From an optimization exercise on the open Yosys and OpenROAD flow, aimed at small area, a short achievable clock period and few clock cycles; shortcuts taken in it are not production practice. The RTL was checked by simulation tests, not by an equivalence proof against the original design. In every run shown here, the design's own scripts or RTL, not TritonCTS, make the clock network. The flow treats the clock pin as an ideal source. Dropping or thinning the clock tree relies on that and would not hold on a real chip. No activity file was given, so power comes from the tool's default toggle rates.

--- flow/run.sh ---
#!/bin/bash
# The standard layout (standard.sh), except:
# - the clock tree is built by flow/mycts.tcl, run as ORFS's PRE_CTS_TCL hook,
#   which then skips clock_tree_synthesis: the clock port drives 4 root
#   inverters, each driving 2 leaf inverters, each driving an equal-count grid
#   cluster of flip-flops (two inversions: the flip-flops see the port clock);
# - the port buffers are buf_2 cells instead of delay cells;
# - setup repair does not insert buffers (unbuffer, sizeup, swap only).
# All tool output goes to standard.log and ORFS's own logs under orfs/logs.
set -euo pipefail
export PRE_CTS_TCL=$PWD/flow/mycts.tcl
export MYCTS_COLS=4
export MYCTS_ROWS=2
export MYCTS_ROOT=sky130_fd_sc_hd__inv_12
export MYCTS_LEAF=sky130_fd_sc_hd__inv_16
export MYCTS_OUTBUF=sky130_fd_sc_hd__buf_2
export MYCTS_INBUF=sky130_fd_sc_hd__buf_2
export MYCTS_OUTFF=sky130_fd_sc_hd__dfxtp_2
export SETUP_MOVE_SEQUENCE=unbuffer,sizeup,swap
# slow wide OR gates are left out of synthesis and repair; adders are plain
# gates for abc rather than full-adder cells
export ADDER_MAP_FILE=
# DONT_USE_CELLS must be given to make on its command line (which replaces the
# platform's list, so this repeats it)
DONT_USE="sky130_fd_sc_hd__or4* sky130_fd_sc_hd__or3* \
  sky130_fd_sc_hd__lpflow_bleeder_1 \
  sky130_fd_sc_hd__lpflow_clkbufkapwr_1 \
  sky130_fd_sc_hd__lpflow_clkbufkapwr_16 \
  sky130_fd_sc_hd__lpflow_clkbufkapwr_2 \
  sky130_fd_sc_hd__lpflow_clkbufkapwr_4 \
  sky130_fd_sc_hd__lpflow_clkbufkapwr_8 \
  sky130_fd_sc_hd__lpflow_clkinvkapwr_1 \
  sky130_fd_sc_hd__lpflow_clkinvkapwr_16 \
  sky130_fd_sc_hd__lpflow_clkinvkapwr_2 \
  sky130_fd_sc_hd__lpflow_clkinvkapwr_4 \
  sky130_fd_sc_hd__lpflow_clkinvkapwr_8 \
  sky130_fd_sc_hd__lpflow_decapkapwr_12 \
  sky130_fd_sc_hd__lpflow_decapkapwr_3 \
  sky130_fd_sc_hd__lpflow_decapkapwr_4 \
  sky130_fd_sc_hd__lpflow_decapkapwr_6 \
  sky130_fd_sc_hd__lpflow_decapkapwr_8 \
  sky130_fd_sc_hd__lpflow_inputiso0n_1 \
  sky130_fd_sc_hd__lpflow_inputiso0p_1 \
  sky130_fd_sc_hd__lpflow_inputiso1n_1 \
  sky130_fd_sc_hd__lpflow_inputiso1p_1 \
  sky130_fd_sc_hd__lpflow_inputisolatch_1 \
  sky130_fd_sc_hd__lpflow_isobufsrc_1 \
  sky130_fd_sc_hd__lpflow_isobufsrc_16 \
  sky130_fd_sc_hd__lpflow_isobufsrc_2 \
  sky130_fd_sc_hd__lpflow_isobufsrc_4 \
  sky130_fd_sc_hd__lpflow_isobufsrc_8 \
  sky130_fd_sc_hd__lpflow_isobufsrckapwr_16 \
  sky130_fd_sc_hd__lpflow_lsbuf_lh_hl_isowell_tap_1 \
  sky130_fd_sc_hd__lpflow_lsbuf_lh_hl_isowell_tap_2 \
  sky130_fd_sc_hd__lpflow_lsbuf_lh_hl_isowell_tap_4 \
  sky130_fd_sc_hd__lpflow_lsbuf_lh_isowell_4 \
  sky130_fd_sc_hd__lpflow_lsbuf_lh_isowell_tap_1 \
  sky130_fd_sc_hd__lpflow_lsbuf_lh_isowell_tap_2 \
  sky130_fd_sc_hd__lpflow_lsbuf_lh_isowell_tap_4 \
  sky130_fd_sc_hd__probe_p_8 \
  sky130_fd_sc_hd__probec_p_8"
bash standard.sh "DONT_USE_CELLS=$DONT_USE" finish > standard.log 2>&1
--- flow/mycts.tcl ---
set nleaf_cols [expr {[info exists ::env(MYCTS_COLS)] ? $::env(MYCTS_COLS) : 2}]
set nleaf_rows [expr {[info exists ::env(MYCTS_ROWS)] ? $::env(MYCTS_ROWS) : 4}]
set root_master_name [expr {[info exists ::env(MYCTS_ROOT)] ? $::env(MYCTS_ROOT) : "sky130_fd_sc_hd__clkbuf_16"}]
set leaf_master_name [expr {[info exists ::env(MYCTS_LEAF)] ? $::env(MYCTS_LEAF) : "sky130_fd_sc_hd__clkbuf_16"}]

set db [ord::get_db]
set block [ord::get_db_block]
set clk_net [$block findNet clk]
set leaf_master [$db findMaster $leaf_master_name]

# flip-flop clock pins on the clock net
set sinks {}
foreach it [$clk_net getITerms] {
  set inst [$it getInst]
  set loc [$inst getLocation]
  set m [$inst getMaster]
  set x [expr {[lindex $loc 0] + [$m getWidth] / 2}]
  set y [expr {[lindex $loc 1] + [$m getHeight] / 2}]
  lappend sinks [list $x $y $it]
}
set n [llength $sinks]
puts "mycts: $n clock sinks, $nleaf_cols x $nleaf_rows leaves"

# grid partition with equal counts: columns by x, then rows by y
set sinks [lsort -integer -index 0 $sinks]
set clusters {}
for {set c 0} {$c < $nleaf_cols} {incr c} {
  set lo [expr {($c * $n) / $nleaf_cols}]
  set hi [expr {(($c + 1) * $n) / $nleaf_cols - 1}]
  set col [lsort -integer -index 1 [lrange $sinks $lo $hi]]
  set m [llength $col]
  for {set r 0} {$r < $nleaf_rows} {incr r} {
    set lo2 [expr {($r * $m) / $nleaf_rows}]
    set hi2 [expr {(($r + 1) * $m) / $nleaf_rows - 1}]
    lappend clusters [lrange $col $lo2 $hi2]
  }
}

proc centroid {pts} {
  set sx 0; set sy 0
  foreach p $pts { set sx [expr {$sx + [lindex $p 0]}]; set sy [expr {$sy + [lindex $p 1]}] }
  set k [llength $pts]
  return [list [expr {$sx / $k}] [expr {$sy / $k}]]
}

proc place_at {inst x y} {
  set m [$inst getMaster]
  set x0 [expr {$x - [$m getWidth] / 2}]
  set y0 [expr {$y - [$m getHeight] / 2}]
  $inst setLocation [expr {int($x0)}] [expr {int($y0)}]
  $inst setPlacementStatus PLACED
}

set leaf_pos {}
foreach cl $clusters { lappend leaf_pos [centroid $cl] }
set root_nets {}
for {set c 0} {$c < $nleaf_cols} {incr c} {
  if {$root_master_name eq "none"} {
    lappend root_nets $clk_net
    continue
  }
  set rp [centroid [lrange $leaf_pos [expr {$c * $nleaf_rows}] [expr {($c + 1) * $nleaf_rows - 1}]]]
  set root [odb::dbInst_create $block [$db findMaster $root_master_name] "mycts_root_$c"]
  place_at $root [lindex $rp 0] [lindex $rp 1]
  set rnet [odb::dbNet_create $block "mycts_root_net_$c"]
  $rnet setSigType CLOCK
  [$root findITerm A] connect $clk_net
  [$root findITerm [expr {[$root findITerm X] ne "NULL" ? "X" : "Y"}]] connect $rnet
  lappend root_nets $rnet
}

set i 0
foreach cl $clusters pos $leaf_pos {
  set leaf [odb::dbInst_create $block $leaf_master "mycts_leaf_$i"]
  place_at $leaf [lindex $pos 0] [lindex $pos 1]
  set net [odb::dbNet_create $block "mycts_net_$i"]
  $net setSigType CLOCK
  [$leaf findITerm A] connect [lindex $root_nets [expr {$i / $nleaf_rows}]]
  [$leaf findITerm [expr {[$leaf findITerm X] ne "NULL" ? "X" : "Y"}]] connect $net
  foreach p $cl {
    set it [lindex $p 2]
    $it disconnect
    $it connect $net
  }
  puts "mycts: leaf $i at $pos drives [llength $cl] sinks"
  incr i
}
$clk_net setSigType CLOCK

set_propagated_clock [all_clocks]

# the tree is built: make the flow's CTS calls no-ops (repair_clock_inverters
# would clone the root inverters for each of their loads)
rename clock_tree_synthesis orig_clock_tree_synthesis
proc clock_tree_synthesis {args} { puts "mycts: clock_tree_synthesis skipped" }
rename repair_clock_inverters orig_repair_clock_inverters
proc repair_clock_inverters {args} { puts "mycts: repair_clock_inverters skipped" }

# Output ports: the flow's port buffers are slow delay cells; use buf_2.
if {[info exists ::env(MYCTS_OUTBUF)] && $::env(MYCTS_OUTBUF) ne ""} {
  foreach port [all_outputs] {
    set net [get_nets [get_full_name $port]]
    foreach pin [get_pins -of_objects $net -filter "direction == output"] {
      set inst [get_cells -of_objects $pin]
      set cell [get_property $inst ref_name]
      if {[string match "sky130_fd_sc_hd__*buf*" $cell] || [string match "sky130_fd_sc_hd__dly*" $cell]} {
        replace_cell [get_property $inst full_name] $::env(MYCTS_OUTBUF)
      }
    }
  }
}

# Input ports (but the clock): the flow's port buffers are slow delay cells.
if {[info exists ::env(MYCTS_INBUF)] && $::env(MYCTS_INBUF) ne ""} {
  foreach port [all_inputs] {
    set pname [get_full_name $port]
    if {$pname eq "clk"} { continue }
    set net [get_nets $pname]
    foreach pin [get_pins -of_objects $net -filter "direction == input"] {
      set inst [get_cells -of_objects $pin]
      set cell [get_property $inst ref_name]
      if {[string match "sky130_fd_sc_hd__*buf*" $cell] || [string match "sky130_fd_sc_hd__dly*" $cell]} {
        replace_cell [get_property $inst full_name] $::env(MYCTS_INBUF)
      }
    }
  }
}

# Flip-flops that drive an output port's buffer: upsize to MYCTS_OUTFF (same
# cell type, larger drive), so the path to the output is fast.
if {[info exists ::env(MYCTS_OUTFF)] && $::env(MYCTS_OUTFF) ne ""} {
  foreach port [all_outputs] {
    set net [get_nets [get_full_name $port]]
    foreach pin [get_pins -of_objects $net -filter "direction == output"] {
      set buf [get_cells -of_objects $pin]
      foreach in [get_pins -of_objects $buf -filter "direction == input"] {
        set n2 [get_nets -of_objects $in]
        foreach drv [get_pins -of_objects $n2 -filter "direction == output"] {
          set ff [get_cells -of_objects $drv]
          if {[get_property $ff ref_name] eq "sky130_fd_sc_hd__dfxtp_1"} {
            replace_cell [get_property $ff full_name] $::env(MYCTS_OUTFF)
          }
        }
      }
    }
  }
}
--- standard.sh ---
#!/bin/bash
# synth_recipe.tcl (not shown) runs the flow's synth.tcl, then flattens the netlist and writes it again
# the make line also repeats each setting of config.mk as NAME=value (left out here)
make -C /OpenROAD-flow-scripts/flow DESIGN_CONFIG=/design/flow/config.mk WORK_HOME=/design/flow/orfs CLKGATE_MAP_FILE= SYNTH_SCRIPT=/design/flow/synth_recipe.tcl "${@:-finish}"
--- config.mk ---
export PLATFORM = sky130hd
export DESIGN_NAME = day3_part2_top
export DESIGN_NICKNAME = day3_part2_top
export VERILOG_FILES = /design/flow/design.v
export SDC_FILE = /design/flow/constraint.sdc
export NUM_CORES = 4
export LEC_CHECK = 0
export ABC_CLOCK_PERIOD_IN_PS = 1500
export CAP_MARGIN = 20
export CORE_MARGIN = 2
export CORE_UTILIZATION = 40
export SETUP_SLACK_MARGIN = 2.5
export SLEW_MARGIN = 20
--- constraint.sdc ---
create_clock -name core_clock -period 4.0 [get_ports {clk}]
set_input_delay 0.8000 -clock core_clock [delete_from_list [all_inputs] [get_ports {clk}]]
set_output_delay 0.8000 -clock core_clock [all_outputs]
set_load 0.01 [all_outputs]
--- design.v ---
`timescale 1ns / 1ps
module day3_part2_top( clk, rst, rom_addr, rom_data, sum, done );
    input clk;
    input rst;
    output [13:0] rom_addr;
    input [7:0] rom_data;
    output [31:0] sum;
    output done;
    reg        rst_q;       
    reg [13:0] addr;
    reg [6:0]  hi;          
    reg [7:0]  lo;          
    reg        pz;          
    reg        l1, l2, l3;  
    reg [52:1] seen1;
    reg [52:1] seen2;
    reg        keep1a;      
    reg        keep1b;      
    reg        keep2a;      
    reg        keep2b;      
    reg [5:0]  badge;
    reg        add;         
    reg        add2;        
    reg        c3;
    reg [5:0]  sum_lo;
    reg        carry;
    reg [11:0] sum_hi;
    reg        fin;         
    reg        fin2;
    reg        int_done;
    wire zero = hi[0] & lo[0];
    wire eol = zero & ~pz;                        
    wire last = eol & l3;                         
    wire [52:1] keep1 = {{26{keep1b}}, {26{keep1a}}};
    wire [52:1] keep2 = {{26{keep2b}}, {26{keep2a}}};
    reg [52:1] hit;
    integer i;
    always @(*)
        for (i = 1; i <= 52; i = i + 1)
            hit[i] = hi[i / 8] & lo[i % 8];
    reg [5:0] enc;
    always @(*) begin
        enc = 6'd0;
        for (i = 1; i <= 52; i = i + 1)
            if (seen1[i]) enc = enc | i[5:0];
    end
    assign rom_addr = addr;
    assign sum = {14'd0, sum_hi, sum_lo};
    assign done = int_done;
    always @(posedge clk) begin
        rst_q <= rst;
        addr <= rst_q ? 14'd0 : addr + 14'd1;
        for (i = 0; i < 7; i = i + 1)
            hi[i] <= (rom_data[5:3] == i);
        for (i = 0; i < 8; i = i + 1)
            lo[i] <= (rom_data[2:0] == i);
        pz <= zero;
        l1 <= ~rst_q & ((~l1 & ~l2 & ~l3) | (l1 & ~eol) | last);
        l2 <= ~rst_q & ((l2 & ~eol) | (l1 & eol));
        l3 <= ~rst_q & ((l3 & ~eol) | (l2 & eol));
        keep1a <= ~rst_q & ~(eol & (l2 | l3));
        keep1b <= ~rst_q & ~(eol & l2) & ~last;
        keep2a <= ~rst_q & ~last;
        keep2b <= ~rst_q & ~(eol & (l1 | l3));
        seen1 <= (seen1 & keep1) | (hit & ({52{l1}} | ({52{l3}} & seen2)));
        seen2 <= (seen2 & keep2) | (hit & {52{l2}} & seen1);
        badge <= enc;
        add <= ~rst_q & last & ~int_done;
        add2 <= ~rst_q & add;
        if (rst_q) begin
            sum_lo <= 6'd0;
            c3 <= 1'b0;
            carry <= 1'b0;
            sum_hi <= 12'd0;
        end else begin
            if (add)
                {c3, sum_lo[2:0]} <= {1'b0, sum_lo[2:0]} + {1'b0, badge[2:0]};
            if (add2)
                {carry, sum_lo[5:3]} <= {1'b0, sum_lo[5:3]} + {1'b0, badge[5:3]} + {3'd0, c3};
            else
                carry <= 1'b0;
            sum_hi <= sum_hi + {11'd0, carry};
        end
        fin <= ~rst_q & zero & pz & l1;
        fin2 <= ~rst_q & fin;
        int_done <= ~rst & ~rst_q & (int_done | fin2);
    end
endmodule
==> results of run 1 <==
## kinds of logic after synthesis
logic type	after synthesis
other	1
adder cells (fa/ha/maj)	4
AND/OR/NAND/NOR	215
buffers and inverters	61
multiplexers	4
XOR/XNOR	23
flip-flops	173
AO/OA/AOI/OAI	188
## cells in the final DEF (no fill, tap or decap), types with 4 or more instances in the layout
master | synthesis | layout
nand4_1 | 14 | 14
dfxtp_1 | 173 | 134
nor3_1 | 11 | 11
dfxtp_2 | 0 | 35
a32o_1 | 52 | 52
and3_1 | 5 | 5
a21oi_1 | 11 | 11
xor2_1 | 16 | 16
inv_16 | 0 | 8
buf_2 | 1 | 40
and3b_1 | 5 | 5
o21a_1 | 4 | 4
and2_1 | 12 | 12
o21ai_1 | 12 | 12
nor2_1 | 35 | 34
nor3b_1 | 7 | 7
inv_12 | 0 | 4
nand2_2 | 0 | 5
xnor2_1 | 7 | 7
o21ai_0 | 102 | 102
inv_1 | 5 | 5
dfxtp_4 | 0 | 4
nand2_1 | 80 | 75
conb_1 | 1 | 14
nand3_1 | 6 | 6
nor4_1 | 20 | 19
## sequential cells by signal, summed over array words and instances (netlist names), 6 cells and up
register and cells:
sum_lo 6, hi 7, lo 8, badge 6, sum_hi 12, seen1 52
seen2 52, addr 14
## area by class of cell
type                    count  area [um2]
multi-input cells         448        2690
flip-flops and latches    173        3520
inverters                  17         244
fillers                  1541        8760
well taps                 216         270
repair buffers             42         228
## how the worst max path moves through the flow
stage | start | endpoint | slack [ns]
after floorplan | sum_lo[3] | carry | 2.50
after global placement | sum_lo[4] | sum[4] | 2.16
after detailed placement | l1 | seen1[28] | 2.12
after CTS | rst_q | sum_lo[5] | 2.45
after global routing | sum_lo[3] | carry | 2.43
final | sum_lo[3] | carry | 2.47
## worst register-to-register path, stage by stage (launching register included)
cell     delay (ns)
dfxtp_2        0.34
maj3_2         0.34
maj3_2         0.31
maj3_2         0.28
and3_1         0.15
## power by group
group	internal, mW	total (mW)	leakage, nW	switching (mW)
logic	0.0398	0.106	0.951	0.0659
registers	1.75	1.81	1.42	0.0608
clock network	0.205	0.896	0.107	0.691
## routing by layer
metal | GRT usage | part of all wire | wire length [um] | up-vias
met3 | 0.00738 | 0.040 | 607 | 19
met4 | 0.0373 | 0.023 | 343 | 0
li1 | - | - | - | 2408
met5 | 0 | 0 | 0 | -
met1 | 0.237 | 0.44 | 6610 | 2450
met2 | 0.307 | 0.50 | 7480 | 133
## what timing repair did
item                       in CTS  in global routing
resized for setup               8                 15
buffers inserted                0                  0
pin swaps                       2                  7
cloned                          0                  0
hold endpoints to repair        0                  0
setup endpoints to repair      70                 56
==> summary.txt, run 1 <==
MaxCap Viol Count 0; crit-path cells maj3_2, maj3_2, maj3_2, and3_1; Final Non-Filler Cells 896; pin count of the biggest net entering global routing between 50 and 60; Post-synth ARST share 0; Initial Util 0.405; setup ws final 2.47 ns; final hold viol count 0; Buf/Inv on CP 0; CTS Hold Bufs 0; synth warn 1; Relative slew margins 0.269; ANT nets after route 0; Critical Path RT 4.01 ns; WP data arrival 1.54 ns; Slew Limit Fails 0; detailed-route DRC error count 0; design area a little under 0.007 mm2; slowest cell delay on critical path 0.34 ns; number of flops mapped to enable cells by yosys 0; setup tns final 0 ns; XOR/XNOR Fraction of Synth Area 0.0317; fraction of the yosys area taken by sequential cells 0.545; n_diodes 0; synthesized area per cell about 9.5 um2; grt total ovfl 0; core area roughly 0.016 mm2; chip height 130 um; I/O Buffers 40; worst-path fanout max 4; path depth of the worst reg2reg path 4; mean routed wirelength per cell 16.8 um; CP Depth 4; final WL 15000 um; Final Setup Violations 0; HP Start int_done; Synth top area share 0.545; leading post-synthesis cells by cell area dfxtp_1, a32o_1, o21ai_0; VDD IR max 0.000298 V; final core utilization 0.443; post-synthesis simple-gate area fraction 0.170; HPWL Detailed 9880 um; Final nets between 600 and 700; GR Util All Layers 0.174; Vias 5010; DP Cell Count 884; r2r endpoint carry; Vias per Instance 5.59; GP Congestion between 0.7 and 0.8; Worst Clk Skew 0.0123 ns; drt pass-1 iters 5; global-route wire length before repair 23900 um; post-synthesis cell count 669; Hold WC Path Type reg2reg; CP Launch Type register; Post-Syn Area roughly 0.0064 mm2; largest family of logic cells by synthesized area compound AO/OA/AOI/OAI gates; most used cell, CP maj3_2; most frequent cell after synthesis dfxtp_1; largest area contributor in the netlist dfxtp_1; post-synth cell types 43; Hold Path Cell Cnt 1; status timing/DRC/antenna clean; WHS between 0.4 and 0.5 ns; Crit-path slowest cell dfxtp_2; vias in the first global route about 4500; Worst Hold End add; Tot Pwr 2.81 mW; die area 0.0169 mm2; multiplexer area fraction after synthesis 0.00669; Commonest cells post-synth dfxtp_1, o21ai_0, nand2_1, a32o_1, clkbuf_1; P&R area growth vs syn 9.41%; Reg-to-Reg Start sum_lo[3]; DP Worst Slack 2.12 ns; antenna violations before repair 0; Adder-Cell Fraction of Synth Area 0.00689; Crit. End Element register; RSZ-0062 raised after global routing yes; fin crit period approximately 1.5 ns; share of cells above drive strength 1 0.154; Highest Clock Rate 653 MHz; Die X approximately 130 um; placed inst area 0.00683 mm2; Synth Flop Type dfxtp_1; Largest delay share family, worst path adder cells; Compound-Gate Fraction of Synth Area 0.194; Std-Cell Rows 46; I/O pin count 57; Slew @ Worst Pin 1.10 ns; pwr/cell area 404 mW/mm2; 1st-iter DRT viols 410; Reg clk slew, reported paths 0.07 ns; Clock Latency Late Sink ~0.12 ns; Yosys reg bits 173; static leakage 2.48 nW; Crit Path Category reg2reg; Worst R2R Setup Slack 2.47 ns; Tcrit/Tclk final 0.383
Testbench counts, summed over its fixed seeds: cycles 164,595.
==> run 2, diff against run 1 <==
--- a/flow/run.sh
+++ b/flow/run.sh
@@ -15,7 +15,6 @@
 export MYCTS_LEAF=sky130_fd_sc_hd__inv_16
 export MYCTS_OUTBUF=sky130_fd_sc_hd__buf_2
 export MYCTS_INBUF=sky130_fd_sc_hd__buf_2
-export MYCTS_OUTFF=sky130_fd_sc_hd__dfxtp_2
 export SETUP_MOVE_SEQUENCE=unbuffer,sizeup,swap
 # slow wide OR gates are left out of synthesis and repair; adders are plain
 # gates for abc rather than full-adder cells
--- a/flow/mycts.tcl
+++ b/flow/mycts.tcl
@@ -125,23 +125,3 @@
     }
   }
 }
-
-# Flip-flops that drive an output port's buffer: upsize to MYCTS_OUTFF (same
-# cell type, larger drive), so the path to the output is fast.
-if {[info exists ::env(MYCTS_OUTFF)] && $::env(MYCTS_OUTFF) ne ""} {
-  foreach port [all_outputs] {
-    set net [get_nets [get_full_name $port]]
-    foreach pin [get_pins -of_objects $net -filter "direction == output"] {
-      set buf [get_cells -of_objects $pin]
-      foreach in [get_pins -of_objects $buf -filter "direction == input"] {
-        set n2 [get_nets -of_objects $in]
-        foreach drv [get_pins -of_objects $n2 -filter "direction == output"] {
-          set ff [get_cells -of_objects $drv]
-          if {[get_property $ff ref_name] eq "sky130_fd_sc_hd__dfxtp_1"} {
-            replace_cell [get_property $ff full_name] $::env(MYCTS_OUTFF)
-          }
-        }
-      }
-    }
-  }
-}
==> summary.txt, run 2 <==
setup tns final 0 ns (unchanged); n_diodes 0 (unchanged); Relative slew margins 0.270 (+0.00132); pwr/cell area 406 mW/mm2 (+0.28%); commonest non-fill, non-tap cell in the layout dfxtp_1; vias in the first global route 4533 (-0.18%); 1st-iter DRT viols 426 (+3.9%); crit-path cells maj3_2, maj3_2, maj3_2, and3_1; grt total ovfl 0 (unchanged); GP Congestion 0.767 (unchanged); synthesized area per cell 9.50 um2 (unchanged); leading post-synthesis cells by cell area dfxtp_1, a32o_1, o21ai_0; Regs by FF count seen1 x52, seen2 x52, addr x14; postcts setup bufs 0 (unchanged); WHS 0.440 ns (+0.0177 ns); I/O Buffers 40 (unchanged); Std-Cell Rows 46 (unchanged); Hold Path Cell Cnt 1 (unchanged); path depth of the worst reg2reg path 4 (unchanged); Vias 5037 (+0.54%); Synth Flop Type dfxtp_1; final hold viol count 0 (unchanged); ANT nets after route 0 (unchanged); Highest Clock Rate 654 MHz (+0.19%); worst-path fanout max 4 (unchanged); Crit Path Category reg2reg; Critical Path RT 4.02 ns (about the same); Reg clk slew, reported paths 0.07 ns (about the same); fraction of the yosys area taken by sequential cells 0.545 (unchanged); share of cells above drive strength 1 0.137 (-0.0176); Commonest cells post-synth dfxtp_1, o21ai_0, nand2_1, a32o_1, clkbuf_1; VDD IR max 0.000299 V (+0.35%); antenna violations before repair 0 (unchanged); Slew @ Worst Pin 1.09 ns (-0.00198 ns); Yosys reg bits 173 (unchanged); Vias per Instance 5.62 (+0.54%); chip height 130 um (unchanged); Post-Syn Area 0.00636 mm2 (unchanged); detailed-route DRC error count 0 (unchanged); slowest cell delay on critical path 0.35 ns (about the same); I/O pin count 57 (unchanged); post-synth cell types 43 (unchanged); pin count of the biggest net entering global routing 57 (unchanged); Slew Limit Fails 0 (unchanged); commonest cells after routing, fill and taps aside dfxtp_1, o21ai_0, nand2_1; core area 0.0157 mm2 (unchanged); Hold WC Path Type reg2reg; MaxCap Viol Count 0 (unchanged); status timing/DRC/antenna clean; die area 0.0169 mm2 (unchanged); largest area contributor in the netlist dfxtp_1; CP Launch Type register; P&R area growth vs syn 9.17%; Clock Latency Late Sink 0.12 ns (about the same); WP data arrival 1.54 ns (about the same); final WL 15000 um (-0.27%); HPWL Detailed 9880 um (unchanged); drt pass-1 iters 5 (unchanged); synth warn 1 (unchanged); Crit-path slowest cell maj3_2; mean routed wirelength per cell 16.7 um (-0.27%); Synth top area share 0.545 (unchanged); Initial Util 0.405 (unchanged); most used cell, CP maj3_2; Worst Clk Skew 0.0120 ns (-0.000259 ns); GR Util All Layers 0.173 (-0.000261); most frequent cell after synthesis dfxtp_1; Die X 130 um (unchanged); number of flops mapped to enable cells by yosys 0 (unchanged); Final Setup Violations 0 (unchanged); CTS Hold Bufs 0 (unchanged); static leakage 2.47 nW (-0.25%); global-route wire length before repair 23900 um (-0.18%); RSZ-0062 raised after global routing yes; Final nets 692 (unchanged); Crit. End Element register; post-synthesis cell count 669 (unchanged); Post-synth ARST share 0 (unchanged); Tcrit/Tclk final 0.382 (-0.000733); fin crit period 1.53 ns (-0.00293 ns)
run 2: final cells by class:
type / instances / area (um2)
fillers: 1539 / 8770
flip-flops and latches: 173 / 3510
multi-input cells: 448 / 2690
well taps: 216 / 270
inverters: 17 / 244
repair buffers: 42 / 228
run 2: cells by family after synthesis:
family,Yosys count,share of synthesized area
buffers and inverters,61,0.0445
other,1,0.000590
and+or+nand+nor,215,0.170
muxes,4,0.00669
xor gates and xnor gates,23,0.0317
adders and majority gates,4,0.00689
AOI/OAI and AO/OA,188,0.194
DFF,173,0.545
run 2: timing repair:
item / 4_1_cts / 5_1_grt
hold endpoints to repair: 0 / 0
endpoints found under the setup margin: 92 / 63
gates resized for setup: 21 / 22
pin swaps: 2 / 7
run 2: worst paths after layout:
kind,to,startpoint,slack (ns)
max,carry,c3,2.47
min,fin2,fin,0.44
max reg2reg,carry,c3,2.47
min reg2reg,fin2,fin,0.44
run 2: layer usage:
metal	vias to the layer above	GRT usage	wire length, um
li1	2413	-	-
met1	2435	0.236	6490
met2	172	0.307	7410
met3	17	0.00738	772
met4	0	0.0373	331
met5	-	0	0
run 2: stage by stage:
stage	cells	util	setup WS [ns]	total power, mW	instance area (um2)
after floorplan	682	-	2.50	1.90	6410
after global placement	884	0.435	2.16	1.95	6830
after detailed placement	884	0.435	2.12	1.96	6830
after CTS	896	0.438	2.44	2.83	6890
after global routing	896	0.442	2.43	2.91	6940
final	896	0.442	2.47	2.81	6940
run 2: power by group:
part | leakage, nW | switching (mW) | internal (mW)
registers | 1.41 | 0.0608 | 1.75
logic | 0.951 | 0.0655 | 0.0397
clock network | 0.107 | 0.694 | 0.205
total | 2.47 | 0.820 | 1.99
run 2: worst max-delay path: cells and delay by family (launching register included):
family                   cells  cell delay, ns
flip-flops                   1            0.33
AND/OR/NAND/NOR              1            0.15
adder cells (fa/ha/maj)      3            0.94

[re-timing with driven ports]
Ports are ideal in the flow. The routed layouts listed here were re-timed in OpenROAD.
Step 1 assumes that a clkbuf_16 drives the clock port and a buf_2 every other input.
Step 2, shift: input delay + t, output delay - t, t = (earliest + latest rising clock arrival at the registers) / 2. This alone moves slack from input paths to output paths.
a / b / c = ideal ports / drivers / drivers and shift; a / b = the first two.
| run | t (ns) | setup WS [ns] | latest minus earliest clock arrival (ns) |
|---|---|---|---|
| run 1 | 0.267 | 2.469 / 2.375 / 2.469 | 0.013 / 0.015 |
| run 2 | 0.268 | 2.472 / 2.368 / 2.472 | 0.014 / 0.014 |
After both steps setup and hold are still met in every run listed.
